Context: an optimization exercise on an open-source flow, tuned for small area. The choices shown serve that exercise and are no tape-out recipe.
No functional check of the RTL was part of any run shown here.
No activity file was given, so power comes from the tool's default toggle rates.

File: design/flow/run.sh
#!/bin/bash
# synth_recipe.tcl (not shown) runs the flow's synth.tcl, then flattens the netlist and writes it again
# the make line also repeats each setting of config.mk as NAME=value (left out here)
make -C /OpenROAD-flow-scripts/flow DESIGN_CONFIG=/design/flow/config.mk WORK_HOME=/design/flow/orfs CLKGATE_MAP_FILE= SYNTH_SCRIPT=/design/flow/synth_recipe.tcl finish
File: design/flow/constraint.sdc
create_clock -name core_clock -period 6.0 [get_ports {clk}]
set_input_delay 1.2000 -clock core_clock [delete_from_list [all_inputs] [get_ports {clk}]]
set_output_delay 1.2000 -clock core_clock [all_outputs]
set_load 0.01 [all_outputs]
File: design/flow/config.mk
export PLATFORM = sky130hd
export DESIGN_NAME = FIR
export DESIGN_NICKNAME = FIR
export VERILOG_FILES = /design/flow/design.v
export SDC_FILE = /design/flow/constraint.sdc
export NUM_CORES = 4
export LEC_CHECK = 0
export CAP_MARGIN = 20
export CORE_MARGIN = 2
export CORE_UTILIZATION = 40
export SLEW_MARGIN = 20
File: design/flow/design.v
`timescale 1ns/1ns
module FIR(
	input				clk,
	input				rst_n,
	input				clk_en,
	input  [15:0]	filter_in,
	output [15:0]	filter_out
);
reg [15:0] d0, d1, d2, d3, d4, d5, d6, d7, d8;
reg [15:0] out;
reg [22:0] R;    
reg clr;    
always @(posedge clk or negedge rst_n) begin
	if (!rst_n) clr <= 1'b1;
	else        clr <= 1'b0;
end
always @(posedge clk or negedge rst_n) begin
	if (!rst_n) out <= 16'd0;
	else if (clk_en & ~clr) out <= S[26:11];
end
always @(posedge clk) begin
	if (clk_en) d0 <= filter_in;
	else if (clr) d0 <= 16'd0;
	if (clr) begin
		d1 <= 16'd0; d2 <= 16'd0; d3 <= 16'd0; d4 <= 16'd0; d5 <= 16'd0; d6 <= 16'd0; d7 <= 16'd0; d8 <= 16'd0; R <= {23{1'b0}};
	end else if (clk_en) begin
		d1 <= d0; d2 <= d1; d3 <= d2; d4 <= d3; d5 <= d4; d6 <= d5; d7 <= d6; d8 <= d7; R <= P;
	end
end
wire [16:0] A1 = d0 + d8;
wire [16:0] B1 = d1 + d7;
wire [16:0] C1 = d2 + d6;
wire Ps1 = ~(A1[1] ^ B1[4]);
wire Pc2 = A1[1] | B1[4];
wire Ps3 = A1[2] ^ B1[5] ^ B1[3];
wire Pc4 = (A1[2] & B1[5]) | (A1[2] & B1[3]) | (B1[5] & B1[3]);
wire Ps5 = A1[3] ^ B1[6] ^ B1[4];
wire Pc6 = (A1[3] & B1[6]) | (A1[3] & B1[4]) | (B1[6] & B1[4]);
wire Ps7 = C1[4] ^ C1[0];
wire Pc8 = C1[4] & C1[0];
wire Ps9 = A1[4] ^ B1[7] ^ B1[5];
wire Pc10 = (A1[4] & B1[7]) | (A1[4] & B1[5]) | (B1[7] & B1[5]);
wire Ps11 = C1[5] ^ C1[1] ^ ~A1[7];
wire Pc12 = (C1[5] & C1[1]) | (C1[5] & ~A1[7]) | (C1[1] & ~A1[7]);
wire Ps13 = A1[5] ^ B1[8] ^ B1[6];
wire Pc14 = (A1[5] & B1[8]) | (A1[5] & B1[6]) | (B1[8] & B1[6]);
wire Ps15 = C1[6] ^ C1[2] ^ ~A1[8];
wire Pc16 = (C1[6] & C1[2]) | (C1[6] & ~A1[8]) | (C1[2] & ~A1[8]);
wire Ps17 = A1[6] ^ B1[9] ^ B1[7];
wire Pc18 = (A1[6] & B1[9]) | (A1[6] & B1[7]) | (B1[9] & B1[7]);
wire Ps19 = C1[7] ^ C1[3] ^ ~A1[9];
wire Pc20 = (C1[7] & C1[3]) | (C1[7] & ~A1[9]) | (C1[3] & ~A1[9]);
wire Ps21 = A1[7] ^ B1[10] ^ B1[8];
wire Pc22 = (A1[7] & B1[10]) | (A1[7] & B1[8]) | (B1[10] & B1[8]);
wire Ps23 = C1[8] ^ C1[4] ^ ~A1[10];
wire Pc24 = (C1[8] & C1[4]) | (C1[8] & ~A1[10]) | (C1[4] & ~A1[10]);
wire Ps25 = A1[8] ^ B1[11] ^ B1[9];
wire Pc26 = (A1[8] & B1[11]) | (A1[8] & B1[9]) | (B1[11] & B1[9]);
wire Ps27 = C1[9] ^ C1[5] ^ ~A1[11];
wire Pc28 = (C1[9] & C1[5]) | (C1[9] & ~A1[11]) | (C1[5] & ~A1[11]);
wire Ps29 = A1[9] ^ B1[12] ^ B1[10];
wire Pc30 = (A1[9] & B1[12]) | (A1[9] & B1[10]) | (B1[12] & B1[10]);
wire Ps31 = C1[10] ^ C1[6] ^ ~A1[12];
wire Pc32 = (C1[10] & C1[6]) | (C1[10] & ~A1[12]) | (C1[6] & ~A1[12]);
wire Ps33 = A1[10] ^ B1[13] ^ B1[11];
wire Pc34 = (A1[10] & B1[13]) | (A1[10] & B1[11]) | (B1[13] & B1[11]);
wire Ps35 = C1[11] ^ C1[7] ^ ~A1[13];
wire Pc36 = (C1[11] & C1[7]) | (C1[11] & ~A1[13]) | (C1[7] & ~A1[13]);
wire Ps37 = A1[11] ^ B1[14] ^ B1[12];
wire Pc38 = (A1[11] & B1[14]) | (A1[11] & B1[12]) | (B1[14] & B1[12]);
wire Ps39 = C1[12] ^ C1[8] ^ ~A1[14];
wire Pc40 = (C1[12] & C1[8]) | (C1[12] & ~A1[14]) | (C1[8] & ~A1[14]);
wire Ps41 = A1[12] ^ B1[15] ^ B1[13];
wire Pc42 = (A1[12] & B1[15]) | (A1[12] & B1[13]) | (B1[15] & B1[13]);
wire Ps43 = C1[13] ^ C1[9] ^ ~A1[15];
wire Pc44 = (C1[13] & C1[9]) | (C1[13] & ~A1[15]) | (C1[9] & ~A1[15]);
wire Ps45 = A1[13] ^ B1[16] ^ B1[14];
wire Pc46 = (A1[13] & B1[16]) | (A1[13] & B1[14]) | (B1[16] & B1[14]);
wire Ps47 = C1[14] ^ C1[10] ^ ~A1[16];
wire Pc48 = (C1[14] & C1[10]) | (C1[14] & ~A1[16]) | (C1[10] & ~A1[16]);
wire Ps49 = A1[14] ^ B1[15];
wire Pc50 = A1[14] & B1[15];
wire Ps51 = ~A1[15];
wire Pc52 = A1[15];
wire Ps53 = B1[2] ^ B1[0];
wire Pc54 = B1[2] & B1[0];
wire Ps55 = A1[0] ^ B1[3] ^ B1[1];
wire Pc56 = (A1[0] & B1[3]) | (A1[0] & B1[1]) | (B1[3] & B1[1]);
wire Ps57 = C1[1] ^ ~A1[3];
wire Pc58 = C1[1] & ~A1[3];
wire Ps59 = B1[2] ^ C1[2] ^ ~A1[4];
wire Pc60 = (B1[2] & C1[2]) | (B1[2] & ~A1[4]) | (C1[2] & ~A1[4]);
wire Ps61 = ~C1[4] ^ ~C1[0] ^ Ps1;
wire Pc62 = (~C1[4] & ~C1[0]) | (~C1[4] & Ps1) | (~C1[0] & Ps1);
wire Ps63 = C1[3] ^ ~A1[5] ^ ~C1[5];
wire Pc64 = (C1[3] & ~A1[5]) | (C1[3] & ~C1[5]) | (~A1[5] & ~C1[5]);
wire Ps65 = ~C1[1] ^ Pc2 ^ Ps3;
wire Pc66 = (~C1[1] & Pc2) | (~C1[1] & Ps3) | (Pc2 & Ps3);
wire Ps67 = ~A1[6] ^ ~C1[6] ^ ~C1[2];
wire Pc68 = (~A1[6] & ~C1[6]) | (~A1[6] & ~C1[2]) | (~C1[6] & ~C1[2]);
wire Ps69 = Ps7 ^ Pc4 ^ Ps5;
wire Pc70 = (Ps7 & Pc4) | (Ps7 & Ps5) | (Pc4 & Ps5);
wire Ps71 = ~C1[7] ^ ~C1[3] ^ Pc8;
wire Pc72 = (~C1[7] & ~C1[3]) | (~C1[7] & Pc8) | (~C1[3] & Pc8);
wire Ps73 = Pc6 ^ Ps9 ^ Ps11;
wire Pc74 = (Pc6 & Ps9) | (Pc6 & Ps11) | (Ps9 & Ps11);
wire Ps75 = ~C1[8] ^ ~C1[4] ^ Pc10;
wire Pc76 = (~C1[8] & ~C1[4]) | (~C1[8] & Pc10) | (~C1[4] & Pc10);
wire Ps77 = Pc12 ^ Ps13 ^ Ps15;
wire Pc78 = (Pc12 & Ps13) | (Pc12 & Ps15) | (Ps13 & Ps15);
wire Ps79 = ~C1[9] ^ ~C1[5] ^ Pc14;
wire Pc80 = (~C1[9] & ~C1[5]) | (~C1[9] & Pc14) | (~C1[5] & Pc14);
wire Ps81 = Pc16 ^ Ps17 ^ Ps19;
wire Pc82 = (Pc16 & Ps17) | (Pc16 & Ps19) | (Ps17 & Ps19);
wire Ps83 = ~C1[10] ^ ~C1[6] ^ Pc18;
wire Pc84 = (~C1[10] & ~C1[6]) | (~C1[10] & Pc18) | (~C1[6] & Pc18);
wire Ps85 = Pc20 ^ Ps21 ^ Ps23;
wire Pc86 = (Pc20 & Ps21) | (Pc20 & Ps23) | (Ps21 & Ps23);
wire Ps87 = ~C1[11] ^ ~C1[7] ^ Pc22;
wire Pc88 = (~C1[11] & ~C1[7]) | (~C1[11] & Pc22) | (~C1[7] & Pc22);
wire Ps89 = Pc24 ^ Ps25 ^ Ps27;
wire Pc90 = (Pc24 & Ps25) | (Pc24 & Ps27) | (Ps25 & Ps27);
wire Ps91 = ~C1[12] ^ ~C1[8] ^ Pc26;
wire Pc92 = (~C1[12] & ~C1[8]) | (~C1[12] & Pc26) | (~C1[8] & Pc26);
wire Ps93 = Pc28 ^ Ps29 ^ Ps31;
wire Pc94 = (Pc28 & Ps29) | (Pc28 & Ps31) | (Ps29 & Ps31);
wire Ps95 = ~C1[13] ^ ~C1[9] ^ Pc30;
wire Pc96 = (~C1[13] & ~C1[9]) | (~C1[13] & Pc30) | (~C1[9] & Pc30);
wire Ps97 = Pc32 ^ Ps33 ^ Ps35;
wire Pc98 = (Pc32 & Ps33) | (Pc32 & Ps35) | (Ps33 & Ps35);
wire Ps99 = ~C1[14] ^ ~C1[10] ^ Pc34;
wire Pc100 = (~C1[14] & ~C1[10]) | (~C1[14] & Pc34) | (~C1[10] & Pc34);
wire Ps101 = Pc36 ^ Ps37 ^ Ps39;
wire Pc102 = (Pc36 & Ps37) | (Pc36 & Ps39) | (Ps37 & Ps39);
wire Ps103 = ~C1[15] ^ ~C1[11] ^ Pc38;
wire Pc104 = (~C1[15] & ~C1[11]) | (~C1[15] & Pc38) | (~C1[11] & Pc38);
wire Ps105 = Pc40 ^ Ps41 ^ Ps43;
wire Pc106 = (Pc40 & Ps41) | (Pc40 & Ps43) | (Ps41 & Ps43);
wire Ps107 = ~C1[16] ^ ~C1[12] ^ Pc42;
wire Pc108 = (~C1[16] & ~C1[12]) | (~C1[16] & Pc42) | (~C1[12] & Pc42);
wire Ps109 = Pc44 ^ Ps45 ^ Ps47;
wire Pc110 = (Pc44 & Ps45) | (Pc44 & Ps47) | (Ps45 & Ps47);
wire Ps111 = C1[15] ^ C1[11] ^ ~C1[13];
wire Pc112 = (C1[15] & C1[11]) | (C1[15] & ~C1[13]) | (C1[11] & ~C1[13]);
wire Ps113 = Ps49 ^ Pc46 ^ Pc48;
wire Pc114 = (Ps49 & Pc46) | (Ps49 & Pc48) | (Pc46 & Pc48);
wire Ps115 = B1[16] ^ C1[16] ^ C1[12];
wire Pc116 = (B1[16] & C1[16]) | (B1[16] & C1[12]) | (C1[16] & C1[12]);
wire Ps117 = ~C1[14] ^ Pc50 ^ Ps51;
wire Pc118 = (~C1[14] & Pc50) | (~C1[14] & Ps51) | (Pc50 & Ps51);
wire Ps119 = ~(A1[16] ^ C1[13]);
wire Pc120 = A1[16] | C1[13];
wire Ps121 = ~C1[15] ^ Pc52;
wire Pc122 = ~C1[15] & Pc52;
wire Ps123 = ~C1[14];
wire Pc124 = C1[14];
wire Ps125 = ~B1[1];
wire Pc126 = B1[1];
wire Ps127 = C1[0] ^ ~A1[2] ^ ~C1[2];
wire Pc128 = (C1[0] & ~A1[2]) | (C1[0] & ~C1[2]) | (~A1[2] & ~C1[2]);
wire Ps129 = ~C1[3] ^ Pc54 ^ Ps57;
wire Pc130 = (~C1[3] & Pc54) | (~C1[3] & Ps57) | (Pc54 & Ps57);
wire Ps131 = Pc58 ^ Pc56 ^ Ps59;
wire Pc132 = (Pc58 & Pc56) | (Pc58 & Ps59) | (Pc56 & Ps59);
wire Ps133 = Pc60 ^ Ps63 ^ Pc62;
wire Pc134 = (Pc60 & Ps63) | (Pc60 & Pc62) | (Ps63 & Pc62);
wire Ps135 = Pc64 ^ Ps67 ^ Pc66;
wire Pc136 = (Pc64 & Ps67) | (Pc64 & Pc66) | (Ps67 & Pc66);
wire Ps137 = Pc68 ^ Ps71 ^ Pc70;
wire Pc138 = (Pc68 & Ps71) | (Pc68 & Pc70) | (Ps71 & Pc70);
wire Ps139 = Pc72 ^ Ps75 ^ Pc74;
wire Pc140 = (Pc72 & Ps75) | (Pc72 & Pc74) | (Ps75 & Pc74);
wire Ps141 = Pc76 ^ Ps79 ^ Pc78;
wire Pc142 = (Pc76 & Ps79) | (Pc76 & Pc78) | (Ps79 & Pc78);
wire Ps143 = Pc80 ^ Ps83 ^ Pc82;
wire Pc144 = (Pc80 & Ps83) | (Pc80 & Pc82) | (Ps83 & Pc82);
wire Ps145 = Pc84 ^ Ps87 ^ Pc86;
wire Pc146 = (Pc84 & Ps87) | (Pc84 & Pc86) | (Ps87 & Pc86);
wire Ps147 = Pc88 ^ Ps91 ^ Pc90;
wire Pc148 = (Pc88 & Ps91) | (Pc88 & Pc90) | (Ps91 & Pc90);
wire Ps149 = Pc92 ^ Ps95 ^ Pc94;
wire Pc150 = (Pc92 & Ps95) | (Pc92 & Pc94) | (Ps95 & Pc94);
wire Ps151 = Pc96 ^ Ps99 ^ Pc98;
wire Pc152 = (Pc96 & Ps99) | (Pc96 & Pc98) | (Ps99 & Pc98);
wire Ps153 = Pc100 ^ Ps103 ^ Pc102;
wire Pc154 = (Pc100 & Ps103) | (Pc100 & Pc102) | (Ps103 & Pc102);
wire Ps155 = Pc104 ^ Ps107 ^ Pc106;
wire Pc156 = (Pc104 & Ps107) | (Pc104 & Pc106) | (Ps107 & Pc106);
wire Ps157 = Ps111 ^ Pc108 ^ Pc110;
wire Pc158 = (Ps111 & Pc108) | (Ps111 & Pc110) | (Pc108 & Pc110);
wire Ps159 = Pc112 ^ Ps115 ^ Ps117;
wire Pc160 = (Pc112 & Ps115) | (Pc112 & Ps117) | (Ps115 & Ps117);
wire Ps161 = Pc116 ^ Ps119 ^ Ps121;
wire Pc162 = (Pc116 & Ps119) | (Pc116 & Ps121) | (Ps119 & Ps121);
wire Ps163 = ~C1[16] ^ Ps123 ^ Pc120;
wire Pc164 = (~C1[16] & Ps123) | (~C1[16] & Pc120) | (Ps123 & Pc120);
wire Ps165 = B1[0] ^ ~A1[0];
wire Pc166 = B1[0] & ~A1[0];
wire Ps167 = ~A1[1] ^ ~C1[1] ^ Ps125;
wire Pc168 = (~A1[1] & ~C1[1]) | (~A1[1] & Ps125) | (~C1[1] & Ps125);
wire Ps169 = Pc126 ^ Ps53 ^ Ps127;
wire Pc170 = (Pc126 & Ps53) | (Pc126 & Ps127) | (Ps53 & Ps127);
wire Ps171 = Pc128 ^ Ps55 ^ Ps129;
wire Pc172 = (Pc128 & Ps55) | (Pc128 & Ps129) | (Ps55 & Ps129);
wire Ps173 = Pc130 ^ Ps61 ^ Ps131;
wire Pc174 = (Pc130 & Ps61) | (Pc130 & Ps131) | (Ps61 & Ps131);
wire Ps175 = Pc132 ^ Ps65 ^ Ps133;
wire Pc176 = (Pc132 & Ps65) | (Pc132 & Ps133) | (Ps65 & Ps133);
wire Ps177 = Ps69 ^ Pc134 ^ Ps135;
wire Pc178 = (Ps69 & Pc134) | (Ps69 & Ps135) | (Pc134 & Ps135);
wire Ps179 = Ps73 ^ Pc136 ^ Ps137;
wire Pc180 = (Ps73 & Pc136) | (Ps73 & Ps137) | (Pc136 & Ps137);
wire Ps181 = Ps77 ^ Pc138 ^ Ps139;
wire Pc182 = (Ps77 & Pc138) | (Ps77 & Ps139) | (Pc138 & Ps139);
wire Ps183 = Ps81 ^ Pc140 ^ Ps141;
wire Pc184 = (Ps81 & Pc140) | (Ps81 & Ps141) | (Pc140 & Ps141);
wire Ps185 = Ps85 ^ Pc142 ^ Ps143;
wire Pc186 = (Ps85 & Pc142) | (Ps85 & Ps143) | (Pc142 & Ps143);
wire Ps187 = Ps89 ^ Pc144 ^ Ps145;
wire Pc188 = (Ps89 & Pc144) | (Ps89 & Ps145) | (Pc144 & Ps145);
wire Ps189 = Ps93 ^ Pc146 ^ Ps147;
wire Pc190 = (Ps93 & Pc146) | (Ps93 & Ps147) | (Pc146 & Ps147);
wire Ps191 = Ps97 ^ Pc148 ^ Ps149;
wire Pc192 = (Ps97 & Pc148) | (Ps97 & Ps149) | (Pc148 & Ps149);
wire Ps193 = Ps101 ^ Pc150 ^ Ps151;
wire Pc194 = (Ps101 & Pc150) | (Ps101 & Ps151) | (Pc150 & Ps151);
wire Ps195 = Ps105 ^ Pc152 ^ Ps153;
wire Pc196 = (Ps105 & Pc152) | (Ps105 & Ps153) | (Pc152 & Ps153);
wire Ps197 = Ps109 ^ Pc154 ^ Ps155;
wire Pc198 = (Ps109 & Pc154) | (Ps109 & Ps155) | (Pc154 & Ps155);
wire Ps199 = Ps113 ^ Pc156 ^ Ps157;
wire Pc200 = (Ps113 & Pc156) | (Ps113 & Ps157) | (Pc156 & Ps157);
wire Ps201 = Pc114 ^ Ps159 ^ Pc158;
wire Pc202 = (Pc114 & Ps159) | (Pc114 & Pc158) | (Ps159 & Pc158);
wire Ps203 = Pc118 ^ Ps161 ^ Pc160;
wire Pc204 = (Pc118 & Ps161) | (Pc118 & Pc160) | (Ps161 & Pc160);
wire Ps205 = Pc122 ^ Ps163 ^ Pc162;
wire Pc206 = (Pc122 & Ps163) | (Pc122 & Pc162) | (Ps163 & Pc162);
wire Ps207 = C1[15] ^ Pc124 ^ Pc164;
wire Pc208 = (C1[15] & Pc124) | (C1[15] & Pc164) | (Pc124 & Pc164);
wire Ps209 = ~C1[16];
wire Pc210 = C1[16];
wire [22:0] P_r1 = {Pc208, Pc206, Pc204, Pc202, Pc200, Pc198, Pc196, Pc194, Pc192, Pc190, Pc188, Pc186, Pc184, Pc182, Pc180, Pc178, Pc176, Pc174, Pc172, Pc170, Pc168, Pc166, Ps165};
wire [22:0] P_r2 = {Ps209, Ps207, Ps205, Ps203, Ps201, Ps199, Ps197, Ps195, Ps193, Ps191, Ps189, Ps187, Ps185, Ps183, Ps181, Ps179, Ps177, Ps175, Ps173, Ps171, Ps169, Ps167, ~C1[0]};
wire [22:0] P = P_r1 + P_r2;
wire [16:0] D2 = d4 + d6;
wire Ss211 = ~d5[2];
wire Sc212 = d5[2];
wire Ss213 = d5[3] ^ R[5];
wire Sc214 = d5[3] & R[5];
wire Ss215 = ~(d5[4] ^ R[6]);
wire Sc216 = d5[4] | R[6];
wire Ss217 = ~d5[6] ^ ~d5[2];
wire Sc218 = ~d5[6] & ~d5[2];
wire Ss219 = d5[5] ^ R[7] ^ ~d5[7];
wire Sc220 = (d5[5] & R[7]) | (d5[5] & ~d5[7]) | (R[7] & ~d5[7]);
wire Ss221 = ~d5[3] ^ ~d5[1] ^ D2[4];
wire Sc222 = (~d5[3] & ~d5[1]) | (~d5[3] & D2[4]) | (~d5[1] & D2[4]);
wire Ss223 = d5[6] ^ d5[0] ^ R[8];
wire Sc224 = (d5[6] & d5[0]) | (d5[6] & R[8]) | (d5[0] & R[8]);
wire Ss225 = ~d5[8] ^ ~d5[4] ^ ~d5[2];
wire Sc226 = (~d5[8] & ~d5[4]) | (~d5[8] & ~d5[2]) | (~d5[4] & ~d5[2]);
wire Ss227 = D2[5] ^ D2[1];
wire Sc228 = D2[5] & D2[1];
wire Ss229 = d5[7] ^ d5[1] ^ R[9];
wire Sc230 = (d5[7] & d5[1]) | (d5[7] & R[9]) | (d5[1] & R[9]);
wire Ss231 = ~d5[9] ^ ~d5[5] ^ ~d5[3];
wire Sc232 = (~d5[9] & ~d5[5]) | (~d5[9] & ~d5[3]) | (~d5[5] & ~d5[3]);
wire Ss233 = D2[6] ^ D2[2] ^ ~D2[9];
wire Sc234 = (D2[6] & D2[2]) | (D2[6] & ~D2[9]) | (D2[2] & ~D2[9]);
wire Ss235 = d5[8] ^ d5[2] ^ R[10];
wire Sc236 = (d5[8] & d5[2]) | (d5[8] & R[10]) | (d5[2] & R[10]);
wire Ss237 = ~d5[10] ^ ~d5[6] ^ ~d5[4];
wire Sc238 = (~d5[10] & ~d5[6]) | (~d5[10] & ~d5[4]) | (~d5[6] & ~d5[4]);
wire Ss239 = D2[7] ^ D2[3] ^ ~D2[10];
wire Sc240 = (D2[7] & D2[3]) | (D2[7] & ~D2[10]) | (D2[3] & ~D2[10]);
wire Ss241 = d5[9] ^ d5[3] ^ R[11];
wire Sc242 = (d5[9] & d5[3]) | (d5[9] & R[11]) | (d5[3] & R[11]);
wire Ss243 = ~d5[11] ^ ~d5[7] ^ ~d5[5];
wire Sc244 = (~d5[11] & ~d5[7]) | (~d5[11] & ~d5[5]) | (~d5[7] & ~d5[5]);
wire Ss245 = D2[8] ^ D2[4] ^ ~D2[11];
wire Sc246 = (D2[8] & D2[4]) | (D2[8] & ~D2[11]) | (D2[4] & ~D2[11]);
wire Ss247 = d5[10] ^ d5[4] ^ R[12];
wire Sc248 = (d5[10] & d5[4]) | (d5[10] & R[12]) | (d5[4] & R[12]);
wire Ss249 = ~d5[12] ^ ~d5[8] ^ ~d5[6];
wire Sc250 = (~d5[12] & ~d5[8]) | (~d5[12] & ~d5[6]) | (~d5[8] & ~d5[6]);
wire Ss251 = D2[9] ^ D2[5] ^ ~D2[12];
wire Sc252 = (D2[9] & D2[5]) | (D2[9] & ~D2[12]) | (D2[5] & ~D2[12]);
wire Ss253 = d5[11] ^ d5[5] ^ R[13];
wire Sc254 = (d5[11] & d5[5]) | (d5[11] & R[13]) | (d5[5] & R[13]);
wire Ss255 = ~d5[13] ^ ~d5[9] ^ ~d5[7];
wire Sc256 = (~d5[13] & ~d5[9]) | (~d5[13] & ~d5[7]) | (~d5[9] & ~d5[7]);
wire Ss257 = D2[10] ^ D2[6] ^ ~D2[13];
wire Sc258 = (D2[10] & D2[6]) | (D2[10] & ~D2[13]) | (D2[6] & ~D2[13]);
wire Ss259 = d5[12] ^ d5[6] ^ R[14];
wire Sc260 = (d5[12] & d5[6]) | (d5[12] & R[14]) | (d5[6] & R[14]);
wire Ss261 = ~d5[14] ^ ~d5[10] ^ ~d5[8];
wire Sc262 = (~d5[14] & ~d5[10]) | (~d5[14] & ~d5[8]) | (~d5[10] & ~d5[8]);
wire Ss263 = D2[11] ^ D2[7] ^ ~D2[14];
wire Sc264 = (D2[11] & D2[7]) | (D2[11] & ~D2[14]) | (D2[7] & ~D2[14]);
wire Ss265 = d5[13] ^ d5[7] ^ R[15];
wire Sc266 = (d5[13] & d5[7]) | (d5[13] & R[15]) | (d5[7] & R[15]);
wire Ss267 = ~d5[15] ^ ~d5[11] ^ ~d5[9];
wire Sc268 = (~d5[15] & ~d5[11]) | (~d5[15] & ~d5[9]) | (~d5[11] & ~d5[9]);
wire Ss269 = D2[12] ^ D2[8] ^ ~D2[15];
wire Sc270 = (D2[12] & D2[8]) | (D2[12] & ~D2[15]) | (D2[8] & ~D2[15]);
wire Ss271 = ~(d5[14] ^ d5[8]);
wire Sc272 = d5[14] | d5[8];
wire Ss273 = R[16] ^ ~d5[12] ^ ~d5[10];
wire Sc274 = (R[16] & ~d5[12]) | (R[16] & ~d5[10]) | (~d5[12] & ~d5[10]);
wire Ss275 = D2[13] ^ D2[9] ^ ~D2[16];
wire Sc276 = (D2[13] & D2[9]) | (D2[13] & ~D2[16]) | (D2[9] & ~D2[16]);
wire Ss277 = d5[15] ^ d5[9] ^ R[17];
wire Sc278 = (d5[15] & d5[9]) | (d5[15] & R[17]) | (d5[9] & R[17]);
wire Ss279 = ~d5[13] ^ ~d5[11] ^ D2[14];
wire Sc280 = (~d5[13] & ~d5[11]) | (~d5[13] & D2[14]) | (~d5[11] & D2[14]);
wire Ss281 = ~(d5[10] ^ R[18]);
wire Sc282 = d5[10] | R[18];
wire Ss283 = ~d5[14] ^ ~d5[12];
wire Sc284 = ~d5[14] & ~d5[12];
wire Ss285 = ~(d5[11] ^ R[19]);
wire Sc286 = d5[11] | R[19];
wire Ss287 = ~d5[15] ^ ~d5[13];
wire Sc288 = ~d5[15] & ~d5[13];
wire Ss289 = d5[1] ^ R[3];
wire Sc290 = d5[1] & R[3];
wire Ss291 = R[4] ^ ~d5[4] ^ ~d5[0];
wire Sc292 = (R[4] & ~d5[4]) | (R[4] & ~d5[0]) | (~d5[4] & ~d5[0]);
wire Ss293 = Ss211 ^ D2[1];
wire Sc294 = Ss211 & D2[1];
wire Ss295 = ~d5[5] ^ ~d5[1] ^ Sc212;
wire Sc296 = (~d5[5] & ~d5[1]) | (~d5[5] & Sc212) | (~d5[1] & Sc212);
wire Ss297 = Ss213 ^ D2[2] ^ ~D2[5];
wire Sc298 = (Ss213 & D2[2]) | (Ss213 & ~D2[5]) | (D2[2] & ~D2[5]);
wire Ss299 = ~d5[0] ^ Sc214 ^ Ss217;
wire Sc300 = (~d5[0] & Sc214) | (~d5[0] & Ss217) | (Sc214 & Ss217);
wire Ss301 = Ss215 ^ D2[3] ^ ~D2[6];
wire Sc302 = (Ss215 & D2[3]) | (Ss215 & ~D2[6]) | (D2[3] & ~D2[6]);
wire Ss303 = Sc218 ^ Sc216 ^ Ss219;
wire Sc304 = (Sc218 & Sc216) | (Sc218 & Ss219) | (Sc216 & Ss219);
wire Ss305 = D2[0] ^ ~D2[7] ^ Ss221;
wire Sc306 = (D2[0] & ~D2[7]) | (D2[0] & Ss221) | (~D2[7] & Ss221);
wire Ss307 = Sc220 ^ Ss223 ^ Ss225;
wire Sc308 = (Sc220 & Ss223) | (Sc220 & Ss225) | (Ss223 & Ss225);
wire Ss309 = ~D2[8] ^ Ss227 ^ Sc222;
wire Sc310 = (~D2[8] & Ss227) | (~D2[8] & Sc222) | (Ss227 & Sc222);
wire Ss311 = Sc224 ^ Sc226 ^ Ss229;
wire Sc312 = (Sc224 & Sc226) | (Sc224 & Ss229) | (Sc226 & Ss229);
wire Ss313 = Ss231 ^ Sc228 ^ Ss233;
wire Sc314 = (Ss231 & Sc228) | (Ss231 & Ss233) | (Sc228 & Ss233);
wire Ss315 = Sc230 ^ Sc232 ^ Ss235;
wire Sc316 = (Sc230 & Sc232) | (Sc230 & Ss235) | (Sc232 & Ss235);
wire Ss317 = Ss237 ^ Sc234 ^ Ss239;
wire Sc318 = (Ss237 & Sc234) | (Ss237 & Ss239) | (Sc234 & Ss239);
wire Ss319 = Sc236 ^ Sc238 ^ Ss241;
wire Sc320 = (Sc236 & Sc238) | (Sc236 & Ss241) | (Sc238 & Ss241);
wire Ss321 = Ss243 ^ Sc240 ^ Ss245;
wire Sc322 = (Ss243 & Sc240) | (Ss243 & Ss245) | (Sc240 & Ss245);
wire Ss323 = Sc242 ^ Sc244 ^ Ss247;
wire Sc324 = (Sc242 & Sc244) | (Sc242 & Ss247) | (Sc244 & Ss247);
wire Ss325 = Ss249 ^ Sc246 ^ Ss251;
wire Sc326 = (Ss249 & Sc246) | (Ss249 & Ss251) | (Sc246 & Ss251);
wire Ss327 = Sc248 ^ Sc250 ^ Ss253;
wire Sc328 = (Sc248 & Sc250) | (Sc248 & Ss253) | (Sc250 & Ss253);
wire Ss329 = Ss255 ^ Sc252 ^ Ss257;
wire Sc330 = (Ss255 & Sc252) | (Ss255 & Ss257) | (Sc252 & Ss257);
wire Ss331 = Sc254 ^ Sc256 ^ Ss259;
wire Sc332 = (Sc254 & Sc256) | (Sc254 & Ss259) | (Sc256 & Ss259);
wire Ss333 = Ss261 ^ Sc258 ^ Ss263;
wire Sc334 = (Ss261 & Sc258) | (Ss261 & Ss263) | (Sc258 & Ss263);
wire Ss335 = Sc260 ^ Sc262 ^ Ss265;
wire Sc336 = (Sc260 & Sc262) | (Sc260 & Ss265) | (Sc262 & Ss265);
wire Ss337 = Ss267 ^ Sc264 ^ Ss269;
wire Sc338 = (Ss267 & Sc264) | (Ss267 & Ss269) | (Sc264 & Ss269);
wire Ss339 = Sc266 ^ Sc268 ^ Ss271;
wire Sc340 = (Sc266 & Sc268) | (Sc266 & Ss271) | (Sc268 & Ss271);
wire Ss341 = Ss273 ^ Sc270 ^ Ss275;
wire Sc342 = (Ss273 & Sc270) | (Ss273 & Ss275) | (Sc270 & Ss275);
wire Ss343 = Sc272 ^ Sc274 ^ Ss277;
wire Sc344 = (Sc272 & Sc274) | (Sc272 & Ss277) | (Sc274 & Ss277);
wire Ss345 = D2[10] ^ Sc276 ^ Ss279;
wire Sc346 = (D2[10] & Sc276) | (D2[10] & Ss279) | (Sc276 & Ss279);
wire Ss347 = Ss283 ^ Sc278 ^ Ss281;
wire Sc348 = (Ss283 & Sc278) | (Ss283 & Ss281) | (Sc278 & Ss281);
wire Ss349 = D2[15] ^ D2[11] ^ Sc280;
wire Sc350 = (D2[15] & D2[11]) | (D2[15] & Sc280) | (D2[11] & Sc280);
wire Ss351 = Sc284 ^ Ss287 ^ Sc282;
wire Sc352 = (Sc284 & Ss287) | (Sc284 & Sc282) | (Ss287 & Sc282);
wire Ss353 = Ss285 ^ D2[16] ^ D2[12];
wire Sc354 = (Ss285 & D2[16]) | (Ss285 & D2[12]) | (D2[16] & D2[12]);
wire Ss355 = d5[12] ^ R[20] ^ ~d5[14];
wire Sc356 = (d5[12] & R[20]) | (d5[12] & ~d5[14]) | (R[20] & ~d5[14]);
wire Ss357 = Sc288 ^ Sc286 ^ D2[13];
wire Sc358 = (Sc288 & Sc286) | (Sc288 & D2[13]) | (Sc286 & D2[13]);
wire Ss359 = ~(d5[13] ^ R[21]);
wire Sc360 = d5[13] | R[21];
wire Ss361 = ~d5[15] ^ D2[14];
wire Sc362 = ~d5[15] & D2[14];
wire Ss363 = d5[14] ^ R[22];
wire Sc364 = d5[14] & R[22];
wire Ss365 = ~R[1];
wire Sc366 = R[1];
wire Ss367 = d5[0] ^ R[2] ^ ~d5[2];
wire Sc368 = (d5[0] & R[2]) | (d5[0] & ~d5[2]) | (R[2] & ~d5[2]);
wire Ss369 = ~d5[3] ^ Ss289 ^ D2[0];
wire Sc370 = (~d5[3] & Ss289) | (~d5[3] & D2[0]) | (Ss289 & D2[0]);
wire Ss371 = Sc290 ^ Ss291 ^ ~D2[4];
wire Sc372 = (Sc290 & Ss291) | (Sc290 & ~D2[4]) | (Ss291 & ~D2[4]);
wire Ss373 = Sc292 ^ Ss295 ^ Sc294;
wire Sc374 = (Sc292 & Ss295) | (Sc292 & Sc294) | (Ss295 & Sc294);
wire Ss375 = Sc296 ^ Ss299 ^ Sc298;
wire Sc376 = (Sc296 & Ss299) | (Sc296 & Sc298) | (Ss299 & Sc298);
wire Ss377 = Sc300 ^ Ss303 ^ Sc302;
wire Sc378 = (Sc300 & Ss303) | (Sc300 & Sc302) | (Ss303 & Sc302);
wire Ss379 = Sc304 ^ Ss307 ^ Sc306;
wire Sc380 = (Sc304 & Ss307) | (Sc304 & Sc306) | (Ss307 & Sc306);
wire Ss381 = Sc308 ^ Ss311 ^ Sc310;
wire Sc382 = (Sc308 & Ss311) | (Sc308 & Sc310) | (Ss311 & Sc310);
wire Ss383 = Sc312 ^ Ss315 ^ Sc314;
wire Sc384 = (Sc312 & Ss315) | (Sc312 & Sc314) | (Ss315 & Sc314);
wire Ss385 = Sc316 ^ Ss319 ^ Sc318;
wire Sc386 = (Sc316 & Ss319) | (Sc316 & Sc318) | (Ss319 & Sc318);
wire Ss387 = Sc320 ^ Ss323 ^ Sc322;
wire Sc388 = (Sc320 & Ss323) | (Sc320 & Sc322) | (Ss323 & Sc322);
wire Ss389 = Sc324 ^ Ss327 ^ Sc326;
wire Sc390 = (Sc324 & Ss327) | (Sc324 & Sc326) | (Ss327 & Sc326);
wire Ss391 = Sc328 ^ Ss331 ^ Sc330;
wire Sc392 = (Sc328 & Ss331) | (Sc328 & Sc330) | (Ss331 & Sc330);
wire Ss393 = Sc332 ^ Ss335 ^ Sc334;
wire Sc394 = (Sc332 & Ss335) | (Sc332 & Sc334) | (Ss335 & Sc334);
wire Ss395 = Sc336 ^ Ss339 ^ Sc338;
wire Sc396 = (Sc336 & Ss339) | (Sc336 & Sc338) | (Ss339 & Sc338);
wire Ss397 = Sc340 ^ Ss343 ^ Sc342;
wire Sc398 = (Sc340 & Ss343) | (Sc340 & Sc342) | (Ss343 & Sc342);
wire Ss399 = Sc344 ^ Ss347 ^ Sc346;
wire Sc400 = (Sc344 & Ss347) | (Sc344 & Sc346) | (Ss347 & Sc346);
wire Ss401 = Sc348 ^ Ss351 ^ Ss353;
wire Sc402 = (Sc348 & Ss351) | (Sc348 & Ss353) | (Ss351 & Ss353);
wire Ss403 = Ss355 ^ Sc352 ^ Sc354;
wire Sc404 = (Ss355 & Sc352) | (Ss355 & Sc354) | (Sc352 & Sc354);
wire Ss405 = Sc356 ^ Ss359 ^ Ss361;
wire Sc406 = (Sc356 & Ss359) | (Sc356 & Ss361) | (Ss359 & Ss361);
wire Ss407 = Ss363 ^ Sc360 ^ D2[15];
wire Sc408 = (Ss363 & Sc360) | (Ss363 & D2[15]) | (Sc360 & D2[15]);
wire Ss409 = ~(d5[15] ^ Sc364);
wire Sc410 = d5[15] | Sc364;
wire Ss411 = R[0] ^ ~d5[0];
wire Sc412 = R[0] & ~d5[0];
wire Ss413 = ~d5[1] ^ Ss365 ^ ~D2[1];
wire Sc414 = (~d5[1] & Ss365) | (~d5[1] & ~D2[1]) | (Ss365 & ~D2[1]);
wire Ss415 = Sc366 ^ Ss367 ^ ~D2[2];
wire Sc416 = (Sc366 & Ss367) | (Sc366 & ~D2[2]) | (Ss367 & ~D2[2]);
wire Ss417 = Sc368 ^ ~D2[3] ^ Ss369;
wire Sc418 = (Sc368 & ~D2[3]) | (Sc368 & Ss369) | (~D2[3] & Ss369);
wire Ss419 = Ss293 ^ Sc370 ^ Ss371;
wire Sc420 = (Ss293 & Sc370) | (Ss293 & Ss371) | (Sc370 & Ss371);
wire Ss421 = Sc372 ^ Ss297 ^ Ss373;
wire Sc422 = (Sc372 & Ss297) | (Sc372 & Ss373) | (Ss297 & Ss373);
wire Ss423 = Ss301 ^ Sc374 ^ Ss375;
wire Sc424 = (Ss301 & Sc374) | (Ss301 & Ss375) | (Sc374 & Ss375);
wire Ss425 = Sc376 ^ Ss377 ^ Ss305;
wire Sc426 = (Sc376 & Ss377) | (Sc376 & Ss305) | (Ss377 & Ss305);
wire Ss427 = Sc378 ^ Ss309 ^ Ss379;
wire Sc428 = (Sc378 & Ss309) | (Sc378 & Ss379) | (Ss309 & Ss379);
wire Ss429 = Ss313 ^ Sc380 ^ Ss381;
wire Sc430 = (Ss313 & Sc380) | (Ss313 & Ss381) | (Sc380 & Ss381);
wire Ss431 = Ss317 ^ Sc382 ^ Ss383;
wire Sc432 = (Ss317 & Sc382) | (Ss317 & Ss383) | (Sc382 & Ss383);
wire Ss433 = Ss321 ^ Sc384 ^ Ss385;
wire Sc434 = (Ss321 & Sc384) | (Ss321 & Ss385) | (Sc384 & Ss385);
wire Ss435 = Ss325 ^ Sc386 ^ Ss387;
wire Sc436 = (Ss325 & Sc386) | (Ss325 & Ss387) | (Sc386 & Ss387);
wire Ss437 = Ss329 ^ Sc388 ^ Ss389;
wire Sc438 = (Ss329 & Sc388) | (Ss329 & Ss389) | (Sc388 & Ss389);
wire Ss439 = Ss333 ^ Sc390 ^ Ss391;
wire Sc440 = (Ss333 & Sc390) | (Ss333 & Ss391) | (Sc390 & Ss391);
wire Ss441 = Ss337 ^ Sc392 ^ Ss393;
wire Sc442 = (Ss337 & Sc392) | (Ss337 & Ss393) | (Sc392 & Ss393);
wire Ss443 = Ss341 ^ Sc394 ^ Ss395;
wire Sc444 = (Ss341 & Sc394) | (Ss341 & Ss395) | (Sc394 & Ss395);
wire Ss445 = Ss345 ^ Sc396 ^ Ss397;
wire Sc446 = (Ss345 & Sc396) | (Ss345 & Ss397) | (Sc396 & Ss397);
wire Ss447 = Ss349 ^ Sc398 ^ Ss399;
wire Sc448 = (Ss349 & Sc398) | (Ss349 & Ss399) | (Sc398 & Ss399);
wire Ss449 = Sc350 ^ Ss401 ^ Sc400;
wire Sc450 = (Sc350 & Ss401) | (Sc350 & Sc400) | (Ss401 & Sc400);
wire Ss451 = Ss357 ^ Sc402 ^ Ss403;
wire Sc452 = (Ss357 & Sc402) | (Ss357 & Ss403) | (Sc402 & Ss403);
wire Ss453 = Sc358 ^ Ss405 ^ Sc404;
wire Sc454 = (Sc358 & Ss405) | (Sc358 & Sc404) | (Ss405 & Sc404);
wire Ss455 = Sc362 ^ Ss407 ^ Sc406;
wire Sc456 = (Sc362 & Ss407) | (Sc362 & Sc406) | (Ss407 & Sc406);
wire Ss457 = Ss409 ^ D2[16] ^ Sc408;
wire Sc458 = (Ss409 & D2[16]) | (Ss409 & Sc408) | (D2[16] & Sc408);
wire Ss459 = ~Sc410;
wire Sc460 = Sc410;
wire [26:0] S_r1 = {1'b1, Sc460, Sc458, Sc456, Sc454, Sc452, Sc450, Sc448, Sc446, Sc444, Sc442, Sc440, Sc438, Sc436, Sc434, Sc432, Sc430, Sc428, Sc426, Sc424, Sc422, Sc420, Sc418, Sc416, Sc414, Sc412, Ss411};
wire [26:0] S_r2 = {1'b0, 1'b1, Ss459, Ss457, Ss455, Ss453, Ss451, Ss449, Ss447, Ss445, Ss443, Ss441, Ss439, Ss437, Ss435, Ss433, Ss431, Ss429, Ss427, Ss425, Ss423, Ss421, Ss419, Ss417, Ss415, Ss413, ~D2[0]};
wire [26:0] S = S_r1 + S_r2;
assign filter_out = out;
endmodule
==> out/metrics.yaml, run 1 <==
clocking:
  worstSkewPairLatency_ns: 0.46
  htreeDepth: 4
  cts_buffers: 17
  clkSinkCount: 184
  cts_root_buffer: "clkbuf_16"
  tritoncts: "yes"
  clk_path_buf_depth: 2
  clk_pin_slew_ns: 0.07
floorplanning:
  die_area_mm2: 0.04307
  die_h_um: 207.5
  core-area_mm2: 0.04083
  rows: 74
  initial_core_util_pct: 40.58
  die_x_um: 207.5
  pin_count: 35
synthesis:
  synth.most_common_cell: "inv_1"
  synth_cell_type_count: 80
  ys_top_cells_by_area: "fa_1 (22%), dfxtp_1 (18%), ha_1 (11%)"
  yosysTopAreaCell: "fa_1"
  synth-edff-count: 16
  syn_nets: 2068
  synthArstFlopShare_pct: 9.239
  synth-seq-cells: 184
  ys_seq_area_share_pct: 23.72
  postSynthAreaPerCell_um2: 9.600
  synthTopCellsByCount: "inv_1 (266), nor2_1 (190), fa_1 (180)"
  syn_area_mm2: 0.01657
  netlist_instances: 1726
  ys.flop_type: "dfxtp_1"
  synth_top_area_share_pct: 21.75
  yosysWarnings: 1
worst_setup_path:
  cp.required_ns: 6.35
  r2r_cells: 26
  arrival_ns: 6.27
  r2r-start: "d6[0]"
  regToRegEndpoint: "R[22]"
  cpPeakStageDelay_ns: 0.43
  critPathLaunchType: "flip-flop"
  reg2reg_slack_ns: 0.08
  slowest_stage: "fa_1"
  path_class: "flip-flop to flip-flop"
  worstSetupEndpointType: "flip-flop"
  cp_max_fo: 3
timing:
  finalCriticalPeriod_ns: 5.917
  fmax_mhz: 169.0
  finalHoldViolations: 0
  skew_ns: 0.02006
  slew_headroom_pct: 39.68
  tightestPinTransition_ns: 0.9049
  finalCritPeriodShare_pct: 98.61
  setup_ws_ns: 0.08336
  rsz0062_at_grt: "yes"
  setup_viol: 0
  finalMaxSlewViolations: 0
routing:
  dr.pass1.iters: 5
  routed_via_density: 5.006
  route.detailed.drc: 0
  routedWlPerCell_um: 16.62
  drt-initial-drc-count: 617
  wl_mm: 41.28
  vias: 12430
  ant_nets: 0
power:
  p_switching_mw: 2.831
  ir_drop_uv: 279.2
  p_leak_nw: 9.441
  combPwrFrac_pct: 62.7
  seqPwrFrac_pct: 20.4
  p_sw_share_pct: 40.12
  p_per_area_mw_per_mm2: 350.5
  internal-power_mw: 4.225
  clockPowerShare_pct: 16.9
global_routing:
  antenna_found_initial: 0
  grt_pass1_vias: 12890
  grt_overflow: 0
  grt_use_total_pct: 19.35
  grt_max_degree: 79
  grt_pass1_wl_mm: 66.25
worst_hold_path:
  hp-class: "flip-flop to flip-flop"
  min_to: "out[13]"
  holdPathStages: 2
  hp-start: "out[13]"
placed_design:
  pre_cts_ws_ns: -0.3358
  dp_hpwl_mm: 33.61
  routabilityCongestion: 0.9321
  place_area_mm2: 0.01877
  io_buffers: 34
  dp_cells: 2428
flow_run:
  cap_violations: 0
final_layout:
  nNetsFinal: 2281
  postLayoutCellArea_mm2: 0.02013
  drive_above_1_share_pct: 19.16
  antenna_cells: 0
  synthToLayoutAreaGrowth_pct: 21.48
  stdcell_count: 2484
run_status:
  status: "timing/DRC/antenna clean"
==> timing repair <==
item / 4_1_cts / 5_1_grt
pin swaps: 26 / 78
setup endpoints to repair: 11 / 20
cloned: 0 / 0
hold buffers: 0 / 0
hold endpoints to repair: 0 / 0
resized for setup: 41 / 99
setup buffers: 7 / 17
==> state kept, by name, indices dropped and copies added, names as in the netlist <==
signal,cells
R,23
clr,1
d0,16
d1,16
d2,16
d3,16
d4,16
d5,16
d6,16
d7,16
d8,16
out,16
==> placed cells by master (no fill, tap or decap), types with 7 or more instances in the layout <==
cell type	count
fa_1	166
nand2b_1	14
and2_1	19
nor2_1	188
a21o_1	33
xnor2_1	63
o21bai_1	8
a31oi_1	10
o21ai_1	15
ha_1	127
ha_4	12
inv_2	13
clkbuf_16	17
nand3_1	16
a21oi_2	15
o31ai_1	9
maj3_2	7
buf_4	199
mux2i_1	136
a21oi_1	54
o22ai_1	7
inv_1	253
xor2_1	32
nand2_1	63
o21a_1	19
dfxtp_1	143
fa_2	14
clkdlybuf4s50_1	33
o21ai_0	44
nor3_1	19
dfxtp_2	7
maj3_1	7
edfxtp_1	16
dfrtp_1	16
==> metal layers <==
layer | wire length [um] | part of all wire [%] | GRT usage [%]
met4 | 861 | 2.1 | 5.862
met3 | 1015 | 2.5 | 2.194
met2 | 19970 | 48 | 33.15
met5 | 0 | 0 | 0
met1 | 19440 | 47 | 25.69
==> through the flow <==
step	power, mW	utilization [%]	setup TNS [ns]	hold slack (ns)
after floorplan	4.066	-	0	0.4484
after global placement	5.320	45.96	-0.7211	0.4674
after detailed placement	5.379	45.96	-1.210	0.4729
after CTS	6.740	47.92	0	0.4896
after global routing	7.677	49.30	-1.029	0.5050
final	7.055	49.30	0	0.4826
==> power by group through the flow <==
stage	sequential, mW	clock [mW]	combinational [mW]
4_1_cts	1.44	1.21	4.09
2_1_floorplan	1.47	0	2.60
6_report	1.44	1.19	4.42
3_5_place_dp	1.47	0	3.91
5_1_grt	1.46	1.27	4.95
3_3_place_gp	1.47	0	3.85
==> worst max-delay path, delay by kind of cell (launching register included) <==
kind                       cells  cell delay [ns]
AOI/OAI and AO/OA             11             2.23
xor gates and xnor gates       1             0.18
adders and majority gates      7             1.97
buffers and inverters          3             0.23
DFF                            1             0.36
and+or+nand+nor                4             0.83
==> worst max-delay path by stage <==
stage	start	endpoint	slack [ns]
5_1_grt	d6[0]	out[11]	-0.22
6_report	d6[0]	R[22]	0.08
3_3_place_gp	d0[0]	R[22]	-0.30
2_1_floorplan	d1[0]	R[22]	0.05
4_1_cts	d4[2]	out[11]	0.004
3_5_place_dp	d0[0]	R[22]	-0.34
==> final cells by class <==
class | instances | area (um2)
inverter | 267 | 1005
tap | 532 | 665.6
multi-input combinational | 1234 | 12050
clock inverter | 10 | 140.1
clock buffer | 22 | 454.2
fill | 3757 | 20700
timing repair buffer | 235 | 1869
sequential | 184 | 3946
==> kinds of logic after synthesis <==
kind of cell    synth area share, %
simple gates                  10.31
fa+ha+maj                     33.43
buf+inv                       6.992
compound gates                11.42
flops                         23.72
mux                           8.216
xor+xnor                      5.882
other cells                 0.02263
==> run 2: changes to the inputs <==
--- a/design/flow/config.mk
+++ b/design/flow/config.mk
@@ -8,4 +8,5 @@
 export CAP_MARGIN = 20
 export CORE_MARGIN = 2
 export CORE_UTILIZATION = 40
+export GPL_TIMING_DRIVEN = 0
 export SLEW_MARGIN = 20
==> out/metrics.yaml, run 2 <==
run_status:
  status: "complete, but fails checks"
  check.faults: "negative setup slack"
clocking:
  htreeDepth: 4
  cts-hold-fix-buffers: 0
  clkSinkCount: 184
  clk_path_buf_depth: 2
  clk_pin_slew_ns: 0.07
  cts_buffers: 17
  tritoncts: "yes"
  worstSkewPairLatency_ns: 0.46
  cts_root_buffer: "clkbuf_16"
timing:
  skew_ns: 0.01339
  finalCritPeriodShare_pct: 100.5
  fin_tns_setup_ns: -0.02759
  finalMaxSlewViolations: 0
  finalHoldViolations: 0
  setup_ws_ns: -0.02759
  setup_viol: 1
  tightestPinTransition_ns: 1.019
  slew_headroom_pct: 32.06
  finalCriticalPeriod_ns: 6.028
  hold_ws_ns: 0.4804
  fmax_mhz: 165.9
  rsz0062_at_grt: "yes"
synthesis:
  synth.most_common_cell: "inv_1"
  netlist_instances: 1726
  ys_seq_area_share_pct: 23.72
  yosysWarnings: 1
  ys.flop_type: "dfxtp_1"
  syn_area_mm2: 0.01657
  postSynthAreaPerCell_um2: 9.600
  synth-seq-cells: 184
  syn_nets: 2068
  synth-edff-count: 16
  synthTopCellsByCount: "inv_1 (266), nor2_1 (190), fa_1 (180)"
  ys_top_cells_by_area: "fa_1 (22%), dfxtp_1 (18%), ha_1 (11%)"
  synth_top_area_share_pct: 21.75
  yosysTopAreaCell: "fa_1"
  synthArstFlopShare_pct: 9.239
  synth_cell_type_count: 80
worst_setup_path:
  cp_max_fo: 3
  critPathMostFrequentCell: "fa_2"
  crit_family: "compound AO/OA/AOI/OAI gates"
  cpPeakStageDelay_ns: 0.43
  cp.required_ns: 6.35
  critPathLaunchType: "flip-flop"
  path_class: "flip-flop to flip-flop"
  slowest_stage: "fa_2"
  path_buf_inv: 3
  regToRegEndpoint: "R[22]"
  reg2reg_slack_ns: -0.03
  arrival_ns: 6.37
  r2r-start: "d6[0]"
  worstSetupEndpointType: "flip-flop"
  r2r_cells: 26
global_routing:
  grt_use_total_pct: 20.23
  grt_max_degree: 24
  grt_pass1_wl_mm: 68.50
  grt_overflow: 0
  antenna_found_initial: 0
  grt_pass1_vias: 12590
worst_hold_path:
  min_to: "out[12]"
  holdPathStages: 2
  hp-start: "out[12]"
  hp-class: "flip-flop to flip-flop"
routing:
  drt-initial-drc-count: 679
  ant_nets: 0
  routed_via_density: 5.145
  vias: 12290
  dr.pass1.iters: 5
  wl_mm: 43.60
  route.detailed.drc: 0
  routedWlPerCell_um: 18.26
floorplanning:
  core-area_mm2: 0.04083
  die_x_um: 207.5
  die_area_mm2: 0.04307
  pin_count: 35
  rows: 74
  initial_core_util_pct: 40.58
  die_h_um: 207.5
placed_design:
  dp_hpwl_mm: 35.09
  io_buffers: 33
  routabilityCongestion: 0.8672
final_layout:
  drive_above_1_share_pct: 16.16
  largest_reg_flops: 23
  largest_register: "R"
  final_common_cell: "inv_1"
  antenna_cells: 0
  nNetsFinal: 2185
  synthToLayoutAreaGrowth_pct: 18.92
  layout_common_cells: "inv_1 (254), nor2_1 (186), fa_1 (165)"
power:
  ir_drop_uv: 228.3
  p_per_area_mw_per_mm2: 336.5
  p_leak_nw: 8.898
flow_run:
  cap_violations: 0
## run 2: cell counts after synthesis
No cell type changed its count.
## run 2: worst max-delay path by stage
stage	slack [ns]	end	cells past startpoint	startpoint
2_1_floorplan	0.05	R[22]	24	d1[0]
3_3_place_gp	-0.76	R[22]	25	d0[0]
3_5_place_dp	-0.84	R[22]	25	d0[0]
4_1_cts	-0.02	R[22]	26	d6[0]
5_1_grt	-0.18	R[22]	23	d6[1]
6_report	-0.03	R[22]	26	d6[0]
## run 2: through the flow
stage               setup WS [ns]  cell area [um2]  std cells  power, mW  util, %
global route              -0.1839            19710       2388      7.191    48.26
detailed placement        -0.8352            17570       2291      4.889    43.02
CTS                      -0.02052            18990       2356      6.379    46.52
global placement          -0.7560            17570       2291      4.833    43.02
floorplan                 0.04501            16570       1726      4.066        -
finish                   -0.02759            19710       2388      6.630    48.26
## run 2: cells by family after synthesis
kind of cell               synth area share [%]
muxes                                     8.216
AOI/OAI and AO/OA                         11.42
xor gates and xnor gates                  5.882
buffers and inverters                     6.992
DFF                                       23.72
and+or+nand+nor                           10.31
other                                   0.02263
adders and majority gates                 33.43
## run 2: final cells by class
| cell class | instances | area (um2) |
|---|---|---|
| well taps | 532 | 665.6 |
| flip-flops and latches | 184 | 3968 |
| clock inverters | 13 | 132.6 |
| fillers | 3794 | 21130 |
| clock buffers | 19 | 452.9 |
| inverters | 267 | 1005 |
| multi-input cells | 1234 | 12490 |
| repair buffers | 99 | 843.3 |
| plain buffers | 40 | 152.6 |
## run 2: what timing repair did
item / CTS / global route
resized for setup: 120 / 98
setup endpoints to repair: 22 / 18
setup buffers: 33 / 32
pin swaps: 56 / 91
cloned: 0 / 0
## run 2: worst register-to-register path: stages (launching register included)
cell     delay (ns)
dfxtp_4        0.37
ha_2           0.18
inv_2          0.05
fa_2           0.19
nor2b_1        0.06
o31a_1         0.28
o211a_1        0.24
o21a_1         0.19
o21a_1         0.20
or3_4          0.40
and2_4         0.19
inv_4          0.07
ha_4           0.20
xor2_2         0.18
fa_2           0.41
inv_2          0.07
fa_2           0.43
fa_2           0.41
ha_4           0.18
a21o_1         0.17
a21o_1         0.16
a21oi_2        0.17
o21ai_2        0.09
o21a_2         0.24
o211a_1        0.22
or3_4          0.33
a32o_1         0.25
## run 2: where the power goes
part | internal (mW) | switching [mW] | total (mW)
clock | 0.573 | 0.560 | 1.13
sequential | 1.36 | 0.0706 | 1.43
combinational | 1.89 | 2.17 | 4.06
total | 3.83 | 2.80 | 6.63
## run 2: metal layers
layer | GRT usage (%) | share of wire, % | vias to the layer above
li1 | - | - | 5926
met3 | 2.405 | 3.4 | 52
met1 | 27.62 | 46 | 6078
met4 | 6.207 | 2.7 | 0
met5 | 0 | 0 | -
met2 | 33.64 | 48 | 230

==> static timing again, ports no longer ideal <==
In the flow no input, the clock included, has a driving cell. The finished layouts below were timed again as built, in two steps. Step 1, drivers: a clkbuf_16 drives clk and a buf_2 each remaining input, both assumed. Step 2 times the ports against the registers' clock, not the clock port: input delays grow and output delays shrink by t, the midpoint of the rising clock arrivals with the driver on. Slacks: no drivers / after step 1 / after step 2; pairs: no drivers / after step 1.
| run | t, ns | setup WS [ns] | hold WS [ns] | worst setup path after step 2 | pins driven straight from the clock port |
|---|---|---|---|---|---|
| run 1 | 0.497 | 0.083 / 0.083 / 0.083 | 0.483 / 0.483 / 0.483 | register to register | 1 |
| run 2 | 0.504 | -0.028 / -0.028 / -0.028 | 0.480 / 0.480 / 0.480 | register to register | 1 |
